This is an optimization exercise on Yosys and OpenROAD, whose aim is small area, a short achievable clock period and few clock cycles per item, not a production implementation. In this exercise RTL edits were held to simulation tests only and were not proved equivalent to the original. Power and IR drop assume default switching activity.

## lane 1
Design viterbi_decoder, start of the top module:
module viterbi_decoder(
    input clk, reset, start,
    input [383:0] code_in,
    output reg [191:0] data_out,
    output reg done
);
    wire [191:0] dec;
    genvar i;
    generate
        for (i = 0; i < 24; i = i + 1) begin : decoder
            viterbi_16bit decoder (
                .code_in(code_in[16*i +: 16]),
                .data_out(dec[8*i +: 8])
            );
        end
    endgenerate
    always @(posedge clk or negedge reset)
        if (!reset) done <= 1'b0;
        else        done <= start;
    always @(posedge clk)
        data_out <= dec;
endmodule
Settings: LEC_CHECK=0, ABC_AREA=1, CAP_MARGIN=20, CORE_MARGIN=2, CORE_UTILIZATION=60, SETUP_SLACK_MARGIN=4.25, SLEW_MARGIN=20; clock period 10.0 ns.
standard.sh (not shown) runs the stock make flow with config.mk's settings and CLKGATE_MAP_FILE= SYNTH_SCRIPT=/design/flow/synth_recipe.tcl, a recipe that flattens the netlist after the stock synthesis.
==> flow/flow/run.sh <==
#!/bin/bash
# The standard layout (the standard.sh, unchanged synthesis), with the port
# buffers that buffer_ports inserts on every input and output made the
# minimum-size buffer instead of the delay buffer it picks by default.
set -uo pipefail
export BUFFER_PORTS_ARGS="-buffer_cell sky130_fd_sc_hd__buf_1"
bash standard.sh finish > standard_flow.log 2>&1
rc=$?
tail -n 40 standard_flow.log
exit $rc
Lane 1 finished all stages; the layout is clean.
Testbench counts of lane 1, summed over its fixed seeds: cycles 384, items 384.
The following lists how lane 2 was set up differently from lane 1:
Settings: SETUP_SLACK_MARGIN: 4.25 -> unset; CORE_UTILIZATION: 60 -> 75.
[summary]
- Each of the runs, namely lane 2 and lane 1, reached the end of the flow and came out clean.
- Delta(overall track demand over capacity in global routing, lane 2 - lane 1) > 0
- Share of the core filled with cells in the final layout in lane 2 is 13 points above lane 1.
- On cell count after placement, the lower figure sits with lane 2, not lane 1.
- Compared with lane 1, lane 2 ends up with less cell area.
- Lane 1 → lane 2: cell count lower; total wire length up 0.50%.
- Sort lane 2 and lane 1 by combinational group share of total power desc -> top: lane 1
- Lane 2 ended with less critical path depth than lane 1.
- Measured against each other, lane 2 and lane 1 differ in worst hold slack, the higher figure coming from lane 1.
- Measured against each other, lane 2 and lane 1 differ in arrival time of data at the critical path endpoint, the lower figure coming from lane 1.
- Relative to lane 1, the total number of vias measured on lane 2 has increased by a few percent.
Input changes introduced in lane 3 (baseline for comparison: lane 2):
Settings: CORE_UTILIZATION changed from 75 to 60.
[summary]
Half-perimeter wire length after placement in lane 3 is about 0.6% lower than in lane 2. Of lane 3 and lane 2, it is lane 3 that has the lower post-layout minimum cycle time. In the flow results for lane 3 and lane 2, the overall via count from detail_route is smaller on lane 3. Area of the placeable core, lane 3 and lane 2: larger value in lane 3. The run showing the smaller proportion of power drawn by flip-flops and latches is lane 2. Comparing lane 3 with lane 2, the clock group share of total power came out essentially unchanged. Share of post-route cells with drive strength above 1: lane 3 vs lane 2, no meaningful difference. From lane 2 to lane 3 the numbers moved as follows: total power lower; global-route wire length before repair lower; critical path depth lower; overall routed net length lower.
diff inputs: lane 3 => lane 4
Settings: an added SETUP_SLACK_MARGIN of 4.5.
Per the comparison of lane 4 with lane 3, critical path's largest stage delay shrank by 130 ps; layout-stage area growth over the synthesis result grew by 13 points; ratio of final minimum period to clock period shrank by 5.0 points; number of nets in the layout grew by 137; count of inserted antenna diode cells grew by 1. Lane 4 vs lane 3, met2 demand-to-capacity share in global routing went up by 0.37 points. Wire length per cell in lane 4 is about 6.6% above lane 3. On global-route wire length before repair, lane 4 tracks lane 3 almost exactly. Lane 3 finished end to end and its layout was clean on timing, DRC and antenna. Lane 4 | status: complete | timing, DRC, antenna: pass. The filler-free cell count of the finished design number comes out lower for lane 3 vs lane 4. Lane 4 vs lane 3: power up. Diff lane 3..lane 4 | via count of the first global-routing pass | negligible.


Setup of run 1:
viterbi_decoder, a different RTL version from the one above (not shown whole).
Size in the first run: roughly 6500 cells after synthesis, ~190 flip-flops, roughly 580 I/O pins.
export LEC_CHECK = 0
export CAP_MARGIN = 20
export CORE_MARGIN = 2
export CORE_UTILIZATION = 60
export SLEW_MARGIN = 20
create_clock -name core_clock -period 10.0 [get_ports {clk}]
run.sh (not shown) runs the stock make flow with config.mk's settings and CLKGATE_MAP_FILE= SYNTH_SCRIPT=/design/flow/synth_recipe.tcl, a recipe that flattens the netlist after the stock synthesis.
Stock flow here: none of the scripts above is used.
Both conditions hold for run 1: the flow ran to the end and the final layout passed the timing, DRC and antenna checks.
Testbench counts of run 1, summed over its fixed seeds: cycles 384, items 384.
For run 2, these inputs were changed with respect to run 1:
Settings: ABC_AREA: unset -> 1.
[summary]
- Total detailed-routing wirelength (lower): run 2
- Higher transition time at the pin with the least slew margin was reported by run 1, not run 2.
- From run 1 to run 2 the numbers moved as follows: largest voltage drop on the vdd net went up by 32%; number of non-clock inverters in the layout went up by 777; met2 demand-to-capacity share in global routing went up by 2.8 points; required arrival time at the worst endpoint went down by 20 ps.
- Run 1 → run 2: number of cells on the critical path rose by 14; final instance area fell by 25%; row count fell by about 15%; post-synthesis share of cell area spent on full adders, half adders and majority gates rose by 0.77 points.
- Synthesized area was higher in run 1 than in run 2.
The inputs of run 3 differ from those of run 2 as listed below.
==> flow/flow/run.sh (new file) <==
#!/bin/bash
# The standard layout (the standard.sh, unchanged synthesis), with the port
# buffers that buffer_ports inserts on every input and output made the
# minimum-size buffer instead of the delay buffer it picks by default.
set -uo pipefail
export BUFFER_PORTS_ARGS="-buffer_cell sky130_fd_sc_hd__buf_1"
bash standard.sh finish > standard_flow.log 2>&1
rc=$?
tail -n 40 standard_flow.log
exit $rc
==> flow/standard.sh (new file) <==
#!/bin/bash
# synth_recipe.tcl (not shown) runs the flow's synth.tcl, then flattens the netlist and writes it again
# the make line also repeats each setting of config.mk as NAME=value (left out here)
make -C /OpenROAD-flow-scripts/flow DESIGN_CONFIG=/design/flow/config.mk WORK_HOME=/design/flow/orfs CLKGATE_MAP_FILE= SYNTH_SCRIPT=/design/flow/synth_recipe.tcl "${@:-finish}"
removed: flow/run.sh
--- outcome ---
Run 3 and run 2 ended up with roughly the same sequential group power. The multi-input combinational gate total of run 2 and that of run 3 are within noise of each other. Run 3: flow completed, timing, DRC and antenna clean. Count of final hold-check violations came out exactly the same in run 3 and run 2. Run 3: switching portion of total power 3.8 points above run 2. In the reports for run 3 and run 2, the smaller total inserted antenna cells belongs to run 2.


Another version of the RTL of viterbi_decoder (not shown whole).
Size in the first run: roughly 5600 cells after synthesis, roughly 190 flip-flops.
Design viterbi_decoder, start of the top module:
module viterbi_decoder(
    input clk, reset, start,
    input [383:0] code_in,
    output reg [191:0] data_out,
    output reg done
);
export LEC_CHECK = 0
export ABC_AREA = 1
export CAP_MARGIN = 20
export CORE_MARGIN = 2
export CORE_UTILIZATION = 75
export CTS_BUF_LIST = sky130_fd_sc_hd__clkbuf_4 sky130_fd_sc_hd__clkbuf_8
export SLEW_MARGIN = 20
create_clock -name core_clock -period 10.0 [get_ports {clk}]
standard.sh (not shown) runs the stock make flow with config.mk's settings and CLKGATE_MAP_FILE= SYNTH_SCRIPT=/design/flow/synth_recipe.tcl, a recipe that flattens the netlist after the stock synthesis.
==> flow/flow/run.sh <==
#!/bin/bash
# The standard layout (the standard.sh, unchanged synthesis), with the port
# buffers that buffer_ports inserts on every input and output made the
# minimum-size buffer instead of the delay buffer it picks by default.
set -uo pipefail
export BUFFER_PORTS_ARGS="-buffer_cell sky130_fd_sc_hd__buf_1"
bash standard.sh finish > standard_flow.log 2>&1
rc=$?
tail -n 40 standard_flow.log
exit $rc
Testbench counts at the start, summed over its fixed seeds: cycles 384, items 384.
Rerun with:
--- a/flow/config.mk
+++ b/flow/config.mk
@@ -11,2 +11 @@
-export CORE_UTILIZATION = 75
-export CTS_BUF_LIST = sky130_fd_sc_hd__clkbuf_4 sky130_fd_sc_hd__clkbuf_8
+export CORE_UTILIZATION = 60
After rerunning: Wire length came out lower by about 5%; clock-buffer cell count came out higher by 2; power is about the same; cell area came out higher by 1.1%; sequential share of layout area came out lower by 0.12 points; setup slack improved by 0.12 ns; non-clock buffer count stays the same; via count came out lower by 5.8%; first-iteration DRC count came out lower by about 46%; maximum frequency came out higher by about 2%; die area came out higher by about 24%.

-- what the ideal ports hide --
How much do the figures lean on ideal ports? The routed layouts below were timed once more, with nothing changed but the port constraints. Step 1 (the two cells are an assumption about what drives the block):
set clk [get_ports {clk}]
set_driving_cell -lib_cell sky130_fd_sc_hd__clkbuf_16 $clk
set_driving_cell -lib_cell sky130_fd_sc_hd__buf_2 [delete_from_list [all_inputs] $clk]
Step 2 adds t to the input delays and takes it off the output delays; t is the mean of the earliest and latest rising clock arrival at the registers after step 1. Input paths then give back, and output paths get back, about the clock's delay inside the block. Slacks: ideal / step 1 / step 2; pairs: ideal / step 1.
| run | shift t [ns] | setup slack, ns | hold WS [ns] | cell pins on the clock port's net |
|---|---|---|---|---|
| lane 1 | 0.573 | 4.506 / 4.535 / 3.963 | 1.272 / 1.233 / 1.805 | 1 |
| lane 2 | 0.595 | 4.178 / 4.205 / 3.609 | 1.218 / 1.182 / 1.777 | 1 |
| lane 3 | 0.575 | 4.187 / 4.158 / 3.583 | 1.273 / 1.233 / 1.808 | 1 |
| lane 4 | 0.581 | 4.683 / 4.657 / 4.076 | 1.268 / 1.226 / 1.808 | 1 |
| run 1 | 0.593 | 1.229 / 1.208 / 0.615 | 1.612 / 1.601 / 2.194 | 1 |
| run 2 | 0.582 | 3.345 / 3.379 / 2.797 | 1.624 / 1.588 / 2.170 | 1 |
| run 3 | 0.587 | 3.722 / 3.738 / 3.150 | 1.231 / 1.196 / 1.783 | 1 |
| the first run of note 3 | 0.698 | 3.746 / 3.782 / 3.084 | 1.090 / 1.061 / 1.759 | 1 |
| the second run of note 3 | 0.579 | 3.869 / 3.877 / 3.298 | 1.225 / 1.190 / 1.768 | 1 |
After both steps setup and hold are still met in every run listed. For the first run of note 3, which loses most, drivers alone change the setup slack by +0.036 ns; drivers and shift together by -0.662 ns.
